What follows belongs to an exercise in optimizing a design on an open flow for small area and a short achievable clock period; a production flow would make more cautious choices. Only simulation tests tie the RTL to the original design; equivalence was not proved. Power is estimated from default activity; no workload was simulated.

## P
// single_cycle
module single_cycle (
   input  logic           clk_i,
   input  logic           rst_ni,
   input  logic  [W-1:0]  io_sw_i,
   input  logic  [W-1:0]  imem_rdata_i,
   output logic  [W-1:0]  pc_debug_o,
   output logic  [W-1:0]  io_lcd_o,
   output logic  [W-1:0]  io_ledg_o,
   output logic  [W-1:0]  io_ledr_o,
   output logic  [W-1:0]  io_hex0_o,
   output logic  [W-1:0]  io_hex1_o,
   output logic  [W-1:0]  io_hex2_o,
   output logic  [W-1:0]  io_hex3_o,
   output logic  [W-1:0]  io_hex4_o,
   output logic  [W-1:0]  io_hex5_o,
   output logic  [W-1:0]  io_hex6_o,
   output logic  [W-1:0]  io_hex7_o
);
parameter W = 32;
logic [31:0] pc, pcD, instrD_r, iD;
logic        bubD;
logic        hazard, taken;
logic [31:0] target;
logic [31:0] opA, opX, opY, pcE;
logic        fMA, fMB, fMY, fWA, fWB, fWY;
logic        digA, digB, digBo, subE;
logic        oAdd, oXor, oAnd, oOr, oSll, oSr, oSra, oSlt, oLui;
logic        wenE, dmemE, buE, pcselE, brE, jalrE, validE;
logic [1:0]  wbE;
logic [2:0]  f3E;
logic [4:0]  rdE;
logic [31:0] alu_data;
logic [31:0] alu_dataM, auxM, resM, ld_data;
logic [1:0]  wbM;
logic [2:0]  f3M;
logic [4:0]  rdM;
logic        wenM, dmemM;
logic [31:0] resW, wb_data;
logic [4:0]  rdW;
logic        wenW, hexW;
logic [3:0]  dig, dig_wb, dS;
logic [9:0]  dsel_oh;
logic        dsel_none;
logic        takenR;
logic [31:0] targetR, seqR;
assign pc = takenR ? targetR : seqR;
always_ff @(posedge clk_i or negedge rst_ni) begin
  ...
Size in the first run: about 8700 cells after synthesis, ~450 I/O pins, roughly 110000 µm² of cells after synthesis.
export LEC_CHECK = 0
export CAP_MARGIN = 20
export CELL_PAD_IN_SITES_DETAIL_PLACEMENT = 1
export CELL_PAD_IN_SITES_GLOBAL_PLACEMENT = 2
export CORE_MARGIN = 2
export CORE_UTILIZATION = 50
export CTS_CLUSTER_DIAMETER = 100
export CTS_CLUSTER_SIZE = 20
export PLACE_DENSITY = 0.6
export SLEW_MARGIN = 20
export SYNTH_HIERARCHICAL = 1
create_clock -name core_clock -period 12.0 [get_ports {clk_i}]
standard.sh (not shown) runs the stock make flow with config.mk's settings and CLKGATE_MAP_FILE= SYNTH_SCRIPT=/design/flow/synth_recipe.tcl, a recipe that flattens the netlist after the stock synthesis.
==> flow/flow/run.sh <==
#!/bin/bash
set -euo pipefail
bash standard.sh SETUP_SLACK_MARGIN=7 \
   "BUFFER_PORTS_ARGS=-buffer_cell sky130_fd_sc_hd__buf_1" \
   finish > standard_flow.log 2>&1
P finished all stages; the layout is clean.
Here is what was changed in the inputs of Q compared with P.
diff --git a/flow/design.v b/flow/design.v
--- a/flow/design.v
+++ b/flow/design.v
@@ -370,25 +370,24 @@
       wenW <= wenM; rdW <= rdM;
    end
 end
 assign wb_data = hexW ? {28'd0, dig_wb} : resW;
 localparam CV_IDLE = 2'd0, CV_RUN = 2'd1, CV_GAP = 2'd2, CV_FIN = 2'd3;
 logic [1:0]  cph;
 logic [4:0]  ccnt;
 logic [3:0]  cstg;
 logic [4:0]  cacc;
 logic [31:0] cquo;
 logic [3:0]  digs [0:9];
-logic [31:0] swR;
-logic        cmp_ok;
-wire         cst_r  = cmp_ok & (cph == CV_IDLE) & (swR == {cacc[0], cquo[31:1]});
+wire        cstart = bubD ? (io_sw_i == 32'd0) : (io_sw_i == rf_rs1);
+logic       cst_r;
 wire        cge    = (cacc >= 5'd10);
 wire [3:0]  cred   = cge ? (cacc[3:0] - 4'd10) : cacc[3:0];
 always_ff @(posedge clk_i or negedge rst_ni) begin
    if (!rst_ni) begin
       cph  <= CV_IDLE;
       ccnt <= 5'd0;
       cstg <= 4'd0;
       for (int k = 0; k < 10; k++) digs[k] <= 4'd0;
    end else begin
       case (cph)
          CV_IDLE: if (cst_r) begin cph <= CV_RUN; ccnt <= 5'd1; cstg <= 4'd0; end
@@ -398,26 +397,25 @@
                cph <= (cstg == 4'd9) ? CV_FIN : CV_GAP;
             end else begin
                ccnt <= ccnt + 5'd1;
             end
          end
          CV_GAP: begin cph <= CV_RUN; ccnt <= 5'd0; cstg <= cstg + 4'd1; end
          default: ;
       endcase
    end
 end
 always_ff @(posedge clk_i or negedge rst_ni) begin
-   if (!rst_ni) cmp_ok <= 1'b0;
-   else         cmp_ok <= 1'b1;
+   if (!rst_ni) cst_r <= 1'b0;
+   else         cst_r <= cstart & (cph == CV_IDLE) & !cst_r;
 end
-always_ff @(posedge clk_i) swR <= io_sw_i;
 always_ff @(posedge clk_i) begin
    case (cph)
       CV_IDLE: if (cst_r) begin cacc <= {cred, cquo[31]}; cquo <= {cquo[30:0], cge}; end
                else        begin cacc <= {4'd0, rf_rs1[31] & !bubD}; cquo <= {rf_rs1[30:0] & {31{!bubD}}, 1'b0}; end
       CV_RUN:  begin cacc <= {cred, cquo[31]};   cquo <= {cquo[30:0], cge}; end
       CV_GAP:  begin cacc <= {4'd0, cquo[31]};   cquo <= {cquo[30:0], 1'b0}; end
       default: ;
    endcase
 end
 hex_onehot u_doh (.sel(imem_rdata_i[31:28]), .oh(dsel_oh), .none(dsel_none));
 hex_pick u_dig_wb (
--- outcome ---
- Q was carried through to the last stage, and its layout satisfied the timing, design-rule and antenna checks.
- On share of cells above drive strength 1, Q and P are basically level.
- Diff Q and P: critical path depth higher in Q
- Compared with P, in Q flip-flop and latch count decreased by about 1.3% relative to the old numbers, peak fanout along the critical path decreased by 5 relative to the old numbers.
- When Q is set beside P, its count of cells along the worst register-to-register path turns out to be 2 larger.
- There was hardly any difference in area after synthesis between Q and P.
- Critical path required time essentially unchanged between P and Q.
- Delta (Q minus P): count of clock-net buffers in the final layout went down by about 4.5%, area growth from synthesis to layout was more or less identical, combinational share of power went down by 1.2 points.

========
RTL: one of the versions met above, not the one the previous note started from.
For scale: roughly 8700 cells after synthesis, roughly 450 I/O pins, roughly 110000 µm² of cells after synthesis.
==> flow/config.mk <==
export PLATFORM = sky130hd
export DESIGN_NAME = single_cycle
export DESIGN_NICKNAME = single_cycle
export VERILOG_FILES = /design/flow/design.v
export SDC_FILE = /design/flow/constraint.sdc
export NUM_CORES = 4
export LEC_CHECK = 0
export CAP_MARGIN = 20
export CELL_PAD_IN_SITES_DETAIL_PLACEMENT = 1
export CELL_PAD_IN_SITES_GLOBAL_PLACEMENT = 2
export CORE_MARGIN = 2
export CORE_UTILIZATION = 55
export CTS_CLUSTER_DIAMETER = 100
export CTS_CLUSTER_SIZE = 20
export PLACE_DENSITY = 0.65
export SLEW_MARGIN = 20
export SYNTH_HIERARCHICAL = 1
==> flow/constraint.sdc <==
create_clock -name core_clock -period 12.0 [get_ports {clk_i}]
set_input_delay 2.4000 -clock core_clock [delete_from_list [all_inputs] [get_ports {clk_i}]]
set_output_delay 2.4000 -clock core_clock [all_outputs]
set_load 0.01 [all_outputs]
Scripts as last shown in full above: flow/flow/run.sh
Next try:
--- a/flow/design.v
+++ b/flow/design.v
@@ -375,14 +375,15 @@
 logic [1:0]  cph;
 logic [4:0]  ccnt;
 logic [3:0]  cstg;
 logic [4:0]  cacc;
 logic [31:0] cquo;
 logic [3:0]  digs [0:9];
-wire        cstart = bubD ? (io_sw_i == 32'd0) : (io_sw_i == rf_rs1);
-logic       cst_r;
+logic [31:0] swR;
+logic        cmp_ok;
+wire         cst_r  = cmp_ok & (cph == CV_IDLE) & (swR == {cacc[0], cquo[31:1]});
 wire        cge    = (cacc >= 5'd10);
 wire [3:0]  cred   = cge ? (cacc[3:0] - 4'd10) : cacc[3:0];
 always_ff @(posedge clk_i or negedge rst_ni) begin
    if (!rst_ni) begin
       cph  <= CV_IDLE;
       ccnt <= 5'd0;
@@ -402,15 +403,16 @@
          CV_GAP: begin cph <= CV_RUN; ccnt <= 5'd0; cstg <= cstg + 4'd1; end
          default: ;
       endcase
    end
 end
 always_ff @(posedge clk_i or negedge rst_ni) begin
-   if (!rst_ni) cst_r <= 1'b0;
-   else         cst_r <= cstart & (cph == CV_IDLE) & !cst_r;
+   if (!rst_ni) cmp_ok <= 1'b0;
+   else         cmp_ok <= 1'b1;
 end
+always_ff @(posedge clk_i) swR <= io_sw_i;
 always_ff @(posedge clk_i) begin
    case (cph)
       CV_IDLE: if (cst_r) begin cacc <= {cred, cquo[31]}; cquo <= {cquo[30:0], cge}; end
                else        begin cacc <= {4'd0, rf_rs1[31] & !bubD}; cquo <= {rf_rs1[30:0] & {31{!bubD}}, 1'b0}; end
       CV_RUN:  begin cacc <= {cred, cquo[31]};   cquo <= {cquo[30:0], cge}; end
       CV_GAP:  begin cacc <= {4'd0, cquo[31]};   cquo <= {cquo[30:0], 1'b0}; end
Result: The changed run completed without violations. Via count came out lower by 1.5%. Clock skew is about the same. Die area is about the same. Design area hardly moves. Non-clock buffer count came out lower by 14. Wire length stays flat. Setup slack loses 0.080 ns. Utilization came out higher by 0.12 points. Power came out higher by 2.5%. Final cell count came out lower by about 0.5%. First-iteration DRC count came out higher by 3.1%. Maximum frequency came out lower by 1.5%. Synthesized cell count came out lower by 0.55%. Sequential share of layout area came out higher by 0.36 points.

[separate check: timing with driven ports]
No port has a modelled driver above. Below, the same layouts with a new extraction and two added sets of constraints. Step 1, drivers: a clkbuf_16 drives clk_i and a buf_2 each remaining input, both assumed. Step 2 times the ports against the registers' clock, not the clock port: input delays grow and output delays shrink by t, the midpoint of the rising clock arrivals with the driver on. a / b / c = ideal ports / drivers / drivers and shift; a / b = the first two.
run	t, ns	setup WS [ns]	worst setup path at the end	slew at the worst register clock pin (ns)	pins driven straight from the clock port
P	0.966	6.798 / 6.798 / 5.832	input to register	0.10 / 0.10	1
Q	0.955	6.789 / 6.789 / 6.065	input to register	0.10 / 0.10	1
the first run of note 2	0.988	6.749 / 6.749 / 6.046	input to register	0.10 / 0.10	1
the second run of note 2	0.975	6.669 / 6.669 / 5.983	input to register	0.10 / 0.10	1
After both steps setup and hold are still met in every run listed. For P, which loses most, drivers alone change the setup slack by 0.000 ns; drivers and shift together by -0.966 ns.
